From an optimization exercise on the open Yosys and OpenROAD flow, aimed at small area and a short achievable clock period; shortcuts taken in it are not production practice. Function was checked by simulation only, so behaviour that the tests miss may differ from the original. No driver is modelled on the clock port, so clocking that relies on it looks cheaper here than on a real chip.

## exp/harbor
==> flow/design.v (excerpt) <==
module fir_32nd (
    input clk,
    input reset,
    input signed [15:0] data_in,
    output reg signed [15:0] filtered_output
);
For scale: ~2700 cells after synthesis, about 34 I/O pins, about 0.042 sq mm of cells after synthesis.
Settings: LEC_CHECK=0, CAP_MARGIN=20, CORE_MARGIN=2, CORE_UTILIZATION=45, SLEW_MARGIN=20, SYNTH_HIERARCHICAL=1; clock period 15.0 ns.
standard.sh (not shown) runs the stock make flow with config.mk's settings and CLKGATE_MAP_FILE= SYNTH_SCRIPT=/design/flow/synth_recipe.tcl, a recipe that flattens the netlist after the stock synthesis.
==> flow/flow/run.sh <==
#!/bin/bash
# Own flow: the standard synthesis, then the standard ORFS steps with
# faster port buffers and a larger setup margin for timing repair.
set -e
bash standard.sh synth > synth.log 2>&1
bash standard.sh SETUP_SLACK_MARGIN=10 BUFFER_PORTS_ARGS="-buffer_cell sky130_fd_sc_hd__buf_4" finish > layout.log 2>&1
For exp/willow, these inputs were changed with respect to exp/harbor:
==> flow/flow/run.sh <==
#!/bin/bash
# Own flow: the standard synthesis, then the standard ORFS steps with
# faster port buffers, a reset buffer tree and a larger setup margin.
set -e
bash standard.sh synth > synth.log 2>&1
bash standard.sh SETUP_SLACK_MARGIN=11 BUFFER_PORTS_ARGS="-buffer_cell sky130_fd_sc_hd__buf_4" PRE_RESIZE_TCL=$PWD/flow/pre_resize.tcl finish > layout.log 2>&1
==> flow/flow/pre_resize.tcl (new file) <==
# Split high-fanout nets (the reset net) into a buffer tree.
set_max_fanout 10 [current_design]
--- outcome ---
Summary of exp/willow over exp/harbor: via count of the first global-routing pass shows an increase of 904; overall track demand over capacity in global routing now sits higher. Looking at required time of the worst setup path, exp/willow sits 0.10 ns lower than exp/harbor does.
Changes in exp/pepper relative to exp/willow:
==> flow/flow/run.sh <==
#!/bin/bash
# Own flow: the standard synthesis, then the standard ORFS steps with
# faster port buffers and a larger setup margin for timing repair.
set -e
bash standard.sh synth > synth.log 2>&1
bash standard.sh SETUP_SLACK_MARGIN=11 BUFFER_PORTS_ARGS="-buffer_cell sky130_fd_sc_hd__buf_4" finish > layout.log 2>&1
removed: flow/flow/pre_resize.tcl
Findings:
Remaining max-slew budget at the tightest pin: exp/pepper < exp/willow. Worst setup slack: exp/pepper vs exp/willow — no meaningful difference. Clock buffer instance count of the final layout went down slightly going from exp/willow to exp/pepper. As far as highest clock frequency the design can meet is concerned, exp/pepper and exp/willow perform about the same. Looking at met3 layer usage reported by global route, exp/pepper sits below exp/willow. Area growth from synthesis to final layout in exp/pepper is 2.0 points below exp/willow. exp/pepper gives less global-route usage than exp/willow did.


## v6
fir_32nd, a different RTL version from the one above (not shown whole).
Size: roughly 34 I/O pins.
clock: 15.0 ns
lec_check: 0
cap_margin: 20
core_margin: 2
core_utilization: 60
cts_cluster_diameter: 120
cts_cluster_size: 40
slew_margin: 20
synth_hierarchical: 1
tns_end_percent: 5
==> flow/flow/run.sh <==
#!/bin/bash
# Own flow: the standard synthesis, then the standard ORFS steps with
# buf_4 port buffers, no delay cells in buffering, a fanout limit that
# turns the reset net into a buffer tree, and a larger setup margin so
# timing repair works on the paths that set the achieved period.
set -e
H=$PWD/flow/hook.tcl
bash standard.sh synth > synth.log 2>&1
bash standard.sh SETUP_SLACK_MARGIN=11 BUFFER_PORTS_ARGS="-buffer_cell sky130_fd_sc_hd__buf_4" \
  PRE_GLOBAL_PLACE_TCL=$H PRE_RESIZE_TCL=$H PRE_CTS_TCL=$H PRE_GLOBAL_ROUTE_TCL=$H finish > layout.log 2>&1
==> flow/flow/hook.tcl <==
# Keep delay cells out of buffering and sizing; split high-fanout nets (the reset net).
set_dont_use [get_lib_cells {sky130_fd_sc_hd__clkdlybuf4s* sky130_fd_sc_hd__dlygate4sd* sky130_fd_sc_hd__dlymetal6s*}]
set_max_fanout 16 [current_design]
v6: done, clean on timing, DRC and antenna
#### Input delta (v7 over v6)
Settings: CORE_UTILIZATION changed from 60 to 75.
[summary]
v7 vs v6 on first-iteration DRC count: v7 is the higher one. Of v6 and v7, the run reporting the lower slack of the worst reg-to-reg path was v7. Between v6 and v7, routed wire length increased. The biggest cell delay along the critical path of v7 exceeds that of v6 by 230 ps. The number of rows created at floorplan in v7 sits about 10% below the value recorded for v6.


pine:
fir_32nd with an RTL version that a note above also has.
For scale: about 2,700 cells after synthesis, ~34 I/O pins.
clock: 15.0 ns
lec_check: 0
cap_margin: 20
core_margin: 2
core_utilization: 45
slew_margin: 20
synth_hierarchical: 1
Scripts as last shown in full above: flow/flow/run.sh, flow/flow/hook.tcl
pine finished every stage and its layout cleared the timing, DRC and antenna checks.
Setup changes, pine to oak
==> flow/flow/run.sh <==
#!/bin/bash
# Own flow: the standard synthesis, then the standard ORFS steps with
# faster port buffers, a reset buffer tree and a larger setup margin.
set -e
bash standard.sh synth > synth.log 2>&1
bash standard.sh SETUP_SLACK_MARGIN=10 BUFFER_PORTS_ARGS="-buffer_cell sky130_fd_sc_hd__buf_4" PRE_RESIZE_TCL=$PWD/flow/pre_resize.tcl finish > layout.log 2>&1
==> flow/flow/pre_resize.tcl (new file) <==
# Split high-fanout nets (the reset net) into a buffer tree.
set_max_fanout 10 [current_design]
removed: flow/flow/hook.tcl
Notes after the runs:
- oak finished every stage and its layout cleared the timing, DRC and antenna checks.
- On clock network area share, oak and pine are basically level.
- Between oak and pine, it is oak whose wire length is lower, by about 0.9%.
- Total half-perimeter wirelength after legalization and detailed placement is higher on oak
- oak vs pine on cell depth of the worst setup path: oak is the lower one.
- Going from pine to oak, via count of the first global-routing pass shrank slightly.
- The run showing the smaller top achievable clock speed is oak.
- Between oak and pine, the met1 track demand over resource is higher for oak.


fir_32nd with an RTL version that a note above also has.
Size in the first run: ~750 flip-flops, about 41000 um2 of cells after synthesis.
clock: 15.0 ns
lec_check: 0
cap_margin: 20
core_margin: 2
core_utilization: 65
cts_cluster_diameter: 120
cts_cluster_size: 40
slew_margin: 20
synth_hierarchical: 1
tns_end_percent: 0
==> flow/flow/run.sh <==
#!/bin/bash
# Own flow: the standard synthesis, then the standard ORFS steps with
# buf_4 port buffers, no delay cells in buffering, a fanout limit that
# turns the reset net into a buffer tree, and a larger setup margin so
# timing repair works on the paths that set the achieved period.
set -e
H=$PWD/flow/hook.tcl
bash standard.sh synth > synth.log 2>&1
bash standard.sh SETUP_SLACK_MARGIN=11 BUFFER_PORTS_ARGS="-buffer_cell sky130_fd_sc_hd__buf_4" \
  PRE_GLOBAL_PLACE_TCL=$H PRE_RESIZE_TCL=$H PRE_CTS_TCL=$H PRE_GLOBAL_ROUTE_TCL=$H finish > layout.log 2>&1
==> flow/flow/hook.tcl <==
# Keep delay cells out of buffering and sizing; split high-fanout nets (the reset net).
set_dont_use [get_lib_cells {sky130_fd_sc_hd__clkdlybuf4s* sky130_fd_sc_hd__dlygate4sd* sky130_fd_sc_hd__dlymetal6s*}]
set_max_fanout 16 [current_design]
The first run completed with no timing, DRC or antenna violations.
Edit:
Settings changed: CORE_UTILIZATION 65 to 60, CTS_BUF_LIST from default to sky130_fd_sc_hd__clkbuf_8, TNS_END_PERCENT 0 to 5.
Routed wire length climbs by 2.0%. Critical path depth drops by 3. Die area climbs by 8.2%. Hold slack hardly moves. Final area drops by 1.3%. Setup slack degrades by 0.072 ns. Final cell count climbs by 0.85%. Core utilization drops by 6.4 points. Non-clock buffer count drops by 7. Register-to-register slack degrades by 0.07 ns.
Edit:
Settings changed: CTS_BUF_LIST sky130_fd_sc_hd__clkbuf_8 to default, TNS_END_PERCENT 5 to default.
The new run completed without violations.
Cell count rises by 2.3%.
Wire length came out higher by 1.4%.
Die area is unchanged.
Utilization climbs by 2.5 points.


lane 1:
fir_32nd, a different RTL version from the one above (not shown whole).
Size in the first run: ~2700 cells after synthesis, roughly 750 flip-flops, ~34 I/O pins, ~42000 um2 of cells after synthesis.
## fir_32nd
module fir_32nd (
    input clk,
    input reset,
    input signed [15:0] data_in,
    output reg signed [15:0] filtered_output
);
clock: 15.0 ns
lec_check: 0
cap_margin: 20
core_margin: 2
core_utilization: 60
cts_cluster_diameter: 120
cts_cluster_size: 16
slew_margin: 20
synth_hierarchical: 1
tns_end_percent: 5
==> flow/flow/run.sh <==
#!/bin/bash
# Own flow: the standard synthesis, then the standard ORFS steps with
# buf_4 port buffers, no delay cells in buffering, the reset net rebuilt
# as a balanced buffer tree after placement (flow/reset_tree.tcl), and a
# larger setup margin so timing repair works on the paths that set the
# achieved period. CTS_ARGS picks smaller leaf clock buffers.
set -e
H=$PWD/flow/hook.tcl
bash standard.sh synth > synth.log 2>&1
bash standard.sh SETUP_SLACK_MARGIN=11 BUFFER_PORTS_ARGS="-buffer_cell sky130_fd_sc_hd__buf_4" \
  PRE_GLOBAL_PLACE_TCL=$H PRE_RESIZE_TCL=$H POST_RESIZE_TCL=$PWD/flow/reset_tree.tcl PRE_CTS_TCL=$H PRE_GLOBAL_ROUTE_TCL=$H \
  CTS_ARGS="-sink_clustering_enable -repair_clock_nets -sink_clustering_size 12 -sink_clustering_max_diameter 100 -sink_clustering_buffer sky130_fd_sc_hd__clkbuf_8 -root_buf sky130_fd_sc_hd__clkbuf_16 -buf_list sky130_fd_sc_hd__clkbuf_16 -dont_use_dummy_load" finish > layout.log 2>&1
==> flow/flow/reset_tree.tcl <==
# Rebuild the asynchronous reset net as a balanced two-level buffer tree.
# The reset port's buffer drives the inverter that makes the active-low
# RESET_B/SET_B signal; every buffer below that inverter is removed and
# the flip-flops are re-clustered by recursive bisection of their
# locations: leaf buffers drive up to LEAF pins, mid buffers drive up to
# MID leaf buffers, and the inverter drives the mid buffers.
# (This file is sourced from inside a proc: keep state in ::rt.)
namespace eval rt {}
set ::rt::LEAF 24
set ::rt::MID 8
set ::rt::block [ord::get_db_block]
set ::rt::db [ord::get_db]

proc is_async_pin {it} {
  set n [[$it getMTerm] getName]
  return [expr {$n eq "RESET_B" || $n eq "SET_B"}]
}
proc is_buf {inst} {
  set m [[$inst getMaster] getName]
  return [expr {[string match "sky130_fd_sc_hd__buf_*" $m] || [string match "sky130_fd_sc_hd__clkbuf_*" $m]}]
}
proc out_iterm {inst} {
  foreach it [$inst getITerms] {
    if {[$it isOutputSignal]} { return $it }
  }
  return ""
}

# root: the net driven by the inverter fed from the reset port's buffer
set rport [$::rt::block findBTerm reset]
set pnet [$rport getNet]
set root ""
set inv ""
foreach it [$pnet getITerms] {
  set b [$it getInst]
  set bo [out_iterm $b]
  if {$bo eq ""} continue
  foreach it2 [[$bo getNet] getITerms] {
    if {[$it2 isInputSignal]} {
      set m [[[$it2 getInst] getMaster] getName]
      if {[string match "*inv*" $m]} { set inv [$it2 getInst]; set root [[out_iterm $inv] getNet] }
    }
  }
}
if {$root eq ""} { puts "reset_tree: root not found"; return }

# collect sinks and the buffers between the root and the sinks
set ::rt::sinks {}
set ::rt::bufs {}
set ::rt::nets {}
proc ::rt::walk {net} {
  foreach it [$net getITerms] {
    if {![$it isInputSignal]} continue
    set inst [$it getInst]
    if {[is_async_pin $it]} {
      lappend ::rt::sinks $it
    } elseif {[is_buf $inst]} {
      lappend ::rt::bufs $inst
      set o [[out_iterm $inst] getNet]
      lappend ::rt::nets $o
      ::rt::walk $o
    } else {
      puts "reset_tree: unexpected load [$inst getName]/[[$it getMTerm] getName]"
    }
  }
}
::rt::walk $root
set sinks $::rt::sinks
puts "reset_tree: [llength $sinks] sinks, removing [llength $::rt::bufs] buffers"
if {[llength $sinks] == 0} { return }
foreach it $sinks { $it disconnect }
foreach b $::rt::bufs { odb::dbInst_destroy $b }
foreach n $::rt::nets { odb::dbNet_destroy $n }

proc loc {it} {
  set bb [[$it getInst] getBBox]
  return [list [expr {([$bb xMin] + [$bb xMax]) / 2}] [expr {([$bb yMin] + [$bb yMax]) / 2}]]
}
# recursive bisection of {x y payload} items into groups of at most n
proc bisect {items n} {
  if {[llength $items] <= $n} { return [list $items] }
  set xs [lsort -integer [lmap i $items {lindex $i 0}]]
  set ys [lsort -integer [lmap i $items {lindex $i 1}]]
  set k [expr {([lindex $xs end] - [lindex $xs 0]) >= ([lindex $ys end] - [lindex $ys 0]) ? 0 : 1}]
  set s [lsort -integer -index $k $items]
  set h [expr {[llength $s] / 2}]
  return [concat [bisect [lrange $s 0 [expr {$h - 1}]] $n] [bisect [lrange $s $h end] $n]]
}
proc centroid {grp} {
  set sx 0; set sy 0
  foreach i $grp { incr sx [lindex $i 0]; incr sy [lindex $i 1] }
  set c [llength $grp]
  return [list [expr {$sx / $c}] [expr {$sy / $c}]]
}
set ::rt::cnt 0
proc add_buf {master xy innet} {
  set name "rsttree_$::rt::cnt"
  incr ::rt::cnt
  set inst [odb::dbInst_create $::rt::block [$::rt::db findMaster $master] $name]
  $inst setLocation [lindex $xy 0] [lindex $xy 1]
  $inst setPlacementStatus PLACED
  set net [odb::dbNet_create $::rt::block "${name}_o"]
  [$inst findITerm A] connect $innet
  [$inst findITerm X] connect $net
  return [list $inst $net]
}

set items [lmap it $sinks {concat [loc $it] [list $it]}]
set leaves {}
foreach grp [bisect $items $::rt::LEAF] {
  set xy [centroid $grp]
  lassign [add_buf sky130_fd_sc_hd__buf_2 $xy $root] inst net
  foreach i $grp { [lindex $i 2] connect $net }
  lappend leaves [concat $xy [list $inst]]
}
foreach grp [bisect $leaves $::rt::MID] {
  set xy [centroid $grp]
  lassign [add_buf sky130_fd_sc_hd__buf_8 $xy $root] inst net
  foreach i $grp {
    set a [[lindex $i 2] findITerm A]
    $a disconnect
    $a connect $net
  }
}
$inv swapMaster [$::rt::db findMaster sky130_fd_sc_hd__inv_8]
puts "reset_tree: built [llength $leaves] leaf buffers, $::rt::cnt buffers in all"
Other scripts of this flow, unchanged in this note and not shown: flow/flow/hook.tcl
Changes in lane 2 relative to lane 1:
diff --git a/flow/flow/run.sh b/flow/flow/run.sh
--- a/flow/flow/run.sh
+++ b/flow/flow/run.sh
@@ -8,5 +8,5 @@
 H=$PWD/flow/hook.tcl
 bash standard.sh synth > synth.log 2>&1
-bash standard.sh SETUP_SLACK_MARGIN=11 BUFFER_PORTS_ARGS="-buffer_cell sky130_fd_sc_hd__buf_4" \
+bash standard.sh SETUP_SLACK_MARGIN=11.2 BUFFER_PORTS_ARGS="-buffer_cell sky130_fd_sc_hd__buf_4" \
   PRE_GLOBAL_PLACE_TCL=$H PRE_RESIZE_TCL=$H POST_RESIZE_TCL=$PWD/flow/reset_tree.tcl PRE_CTS_TCL=$H PRE_GLOBAL_ROUTE_TCL=$H \
   CTS_ARGS="-sink_clustering_enable -repair_clock_nets -sink_clustering_size 12 -sink_clustering_max_diameter 100 -sink_clustering_buffer sky130_fd_sc_hd__clkbuf_8 -root_buf sky130_fd_sc_hd__clkbuf_16 -buf_list sky130_fd_sc_hd__clkbuf_16 -dont_use_dummy_load" finish > layout.log 2>&1
diff --git a/flow/flow/reset_tree.tcl b/flow/flow/reset_tree.tcl
--- a/flow/flow/reset_tree.tcl
+++ b/flow/flow/reset_tree.tcl
@@ -7,5 +7,5 @@
 # (This file is sourced from inside a proc: keep state in ::rt.)
 namespace eval rt {}
-set ::rt::LEAF 24
+set ::rt::LEAF 20
 set ::rt::MID 8
 set ::rt::block [ord::get_db_block]
@@ -110,5 +110,5 @@
 foreach grp [bisect $items $::rt::LEAF] {
   set xy [centroid $grp]
-  lassign [add_buf sky130_fd_sc_hd__buf_2 $xy $root] inst net
+  lassign [add_buf sky130_fd_sc_hd__buf_4 $xy $root] inst net
   foreach i $grp { [lindex $i 2] connect $net }
   lappend leaves [concat $xy [list $inst]]
## What came out
- Lane 2 did not stop at any stage, and its layout met the timing, DRC and antenna checks.
- Lane 2 vs. lane 1: global-route usage about even; maximum frequency stayed essentially flat; clock skew now larger; met3 routing resource usage after global routing now larger; shortest period the worst path allows roughly the same.
- Lane 2: count of placed standard cells in the final layout, fillers left out is 0.53% higher than what lane 1 reported.
- Via count: lane 2 lower than lane 1
- Lane 2 against lane 1; met1 routed wirelength after detailed routing is down slightly.
#### Input delta (lane 3 over lane 2)
Settings: TNS_END_PERCENT now 20, was 5.
diff --git a/flow/flow/run.sh b/flow/flow/run.sh
--- a/flow/flow/run.sh
+++ b/flow/flow/run.sh
@@ -8,5 +8,5 @@
 H=$PWD/flow/hook.tcl
 bash standard.sh synth > synth.log 2>&1
-bash standard.sh SETUP_SLACK_MARGIN=11.2 BUFFER_PORTS_ARGS="-buffer_cell sky130_fd_sc_hd__buf_4" \
+bash standard.sh SETUP_SLACK_MARGIN=11 BUFFER_PORTS_ARGS="-buffer_cell sky130_fd_sc_hd__buf_4" \
   PRE_GLOBAL_PLACE_TCL=$H PRE_RESIZE_TCL=$H POST_RESIZE_TCL=$PWD/flow/reset_tree.tcl PRE_CTS_TCL=$H PRE_GLOBAL_ROUTE_TCL=$H \
   CTS_ARGS="-sink_clustering_enable -repair_clock_nets -sink_clustering_size 12 -sink_clustering_max_diameter 100 -sink_clustering_buffer sky130_fd_sc_hd__clkbuf_8 -root_buf sky130_fd_sc_hd__clkbuf_16 -buf_list sky130_fd_sc_hd__clkbuf_16 -dont_use_dummy_load" finish > layout.log 2>&1
### Flow results
- On total placed instance area, lane 2 and lane 3 are basically level.
- Comparing lane 2 against lane 3, there is no change at all in area after synthesis.
diff inputs: lane 3 => lane 4
Settings: swapping 20 for 5 in TNS_END_PERCENT.
## What came out
Compared with lane 3, in lane 4 register share of the cell area held; via count held steady; buffers inserted during post-CTS setup optimization shows a reduction of 5.
The routed wire length on met2 of lane 4 is lower than that of lane 3.
Die area: lane 4 vs lane 3 identical
The ratio of cells with drive above 1 in the final layout reported for lane 4 is smaller than that of lane 3 by 0.81 points.

-- separate check: timing with driven ports --
The results above use ideal ports. As a check the final layouts listed here were re-extracted and re-timed, cells and wires unchanged.
Step 1 sets driving cells, clkbuf_16 on the clock port and buf_2 on the other inputs (assumed; they add their load-dependent delay and slew).
Step 2 moves the port delays by t, midway between the first and last clock arrival at a register: inputs arrive t later, outputs are due t later. That takes back most of the time a late clock gives input paths.
a / b / c = ideal / step 1 / step 2; a / b = the first two.
run | shift t [ns] | slack for setup (ns) | latest minus earliest clock arrival (ns) | pins driven straight from the clock port
exp/harbor | 0.704 | 10.378 / 10.420 / 9.717 | 0.029 / 0.029 | 1
exp/willow | 0.720 | 10.845 / 10.784 / 10.440 | 0.046 / 0.045 | 1
exp/pepper | 0.704 | 10.846 / 10.786 / 10.509 | 0.031 / 0.031 | 1
v6 | 0.690 | 10.850 / 10.782 / 10.395 | 0.033 / 0.034 | 1
v7 | 0.673 | 10.823 / 10.810 / 10.371 | 0.019 / 0.019 | 1
pine | 0.704 | 10.818 / 10.778 / 10.513 | 0.031 / 0.032 | 1
oak | 0.718 | 10.163 / 10.209 / 9.491 | 0.042 / 0.042 | 1
the first run of note 4 | 0.671 | 10.825 / 10.793 / 10.368 | 0.032 / 0.031 | 1
the second run of note 4 | 0.754 | 10.752 / 10.705 / 10.214 | 0.046 / 0.046 | 1
the third run of note 4 | 0.674 | 10.838 / 10.789 / 10.551 | 0.036 / 0.036 | 1
lane 1 | 0.647 | 10.902 / 10.834 / 10.937 | 0.037 / 0.037 | 1
lane 2 | 0.639 | 10.902 / 10.837 / 10.948 | 0.043 / 0.043 | 1
lane 3 | 0.639 | 10.904 / 10.839 / 10.984 | 0.044 / 0.043 | 1
lane 4 | 0.637 | 10.902 / 10.838 / 10.940 | 0.044 / 0.045 | 1
After both steps setup and hold are still met in every run listed. For oak, which loses most, drivers alone change the setup slack by +0.046 ns; drivers and shift together by -0.672 ns. The worst setup slack also covers recovery checks on asynchronous resets.
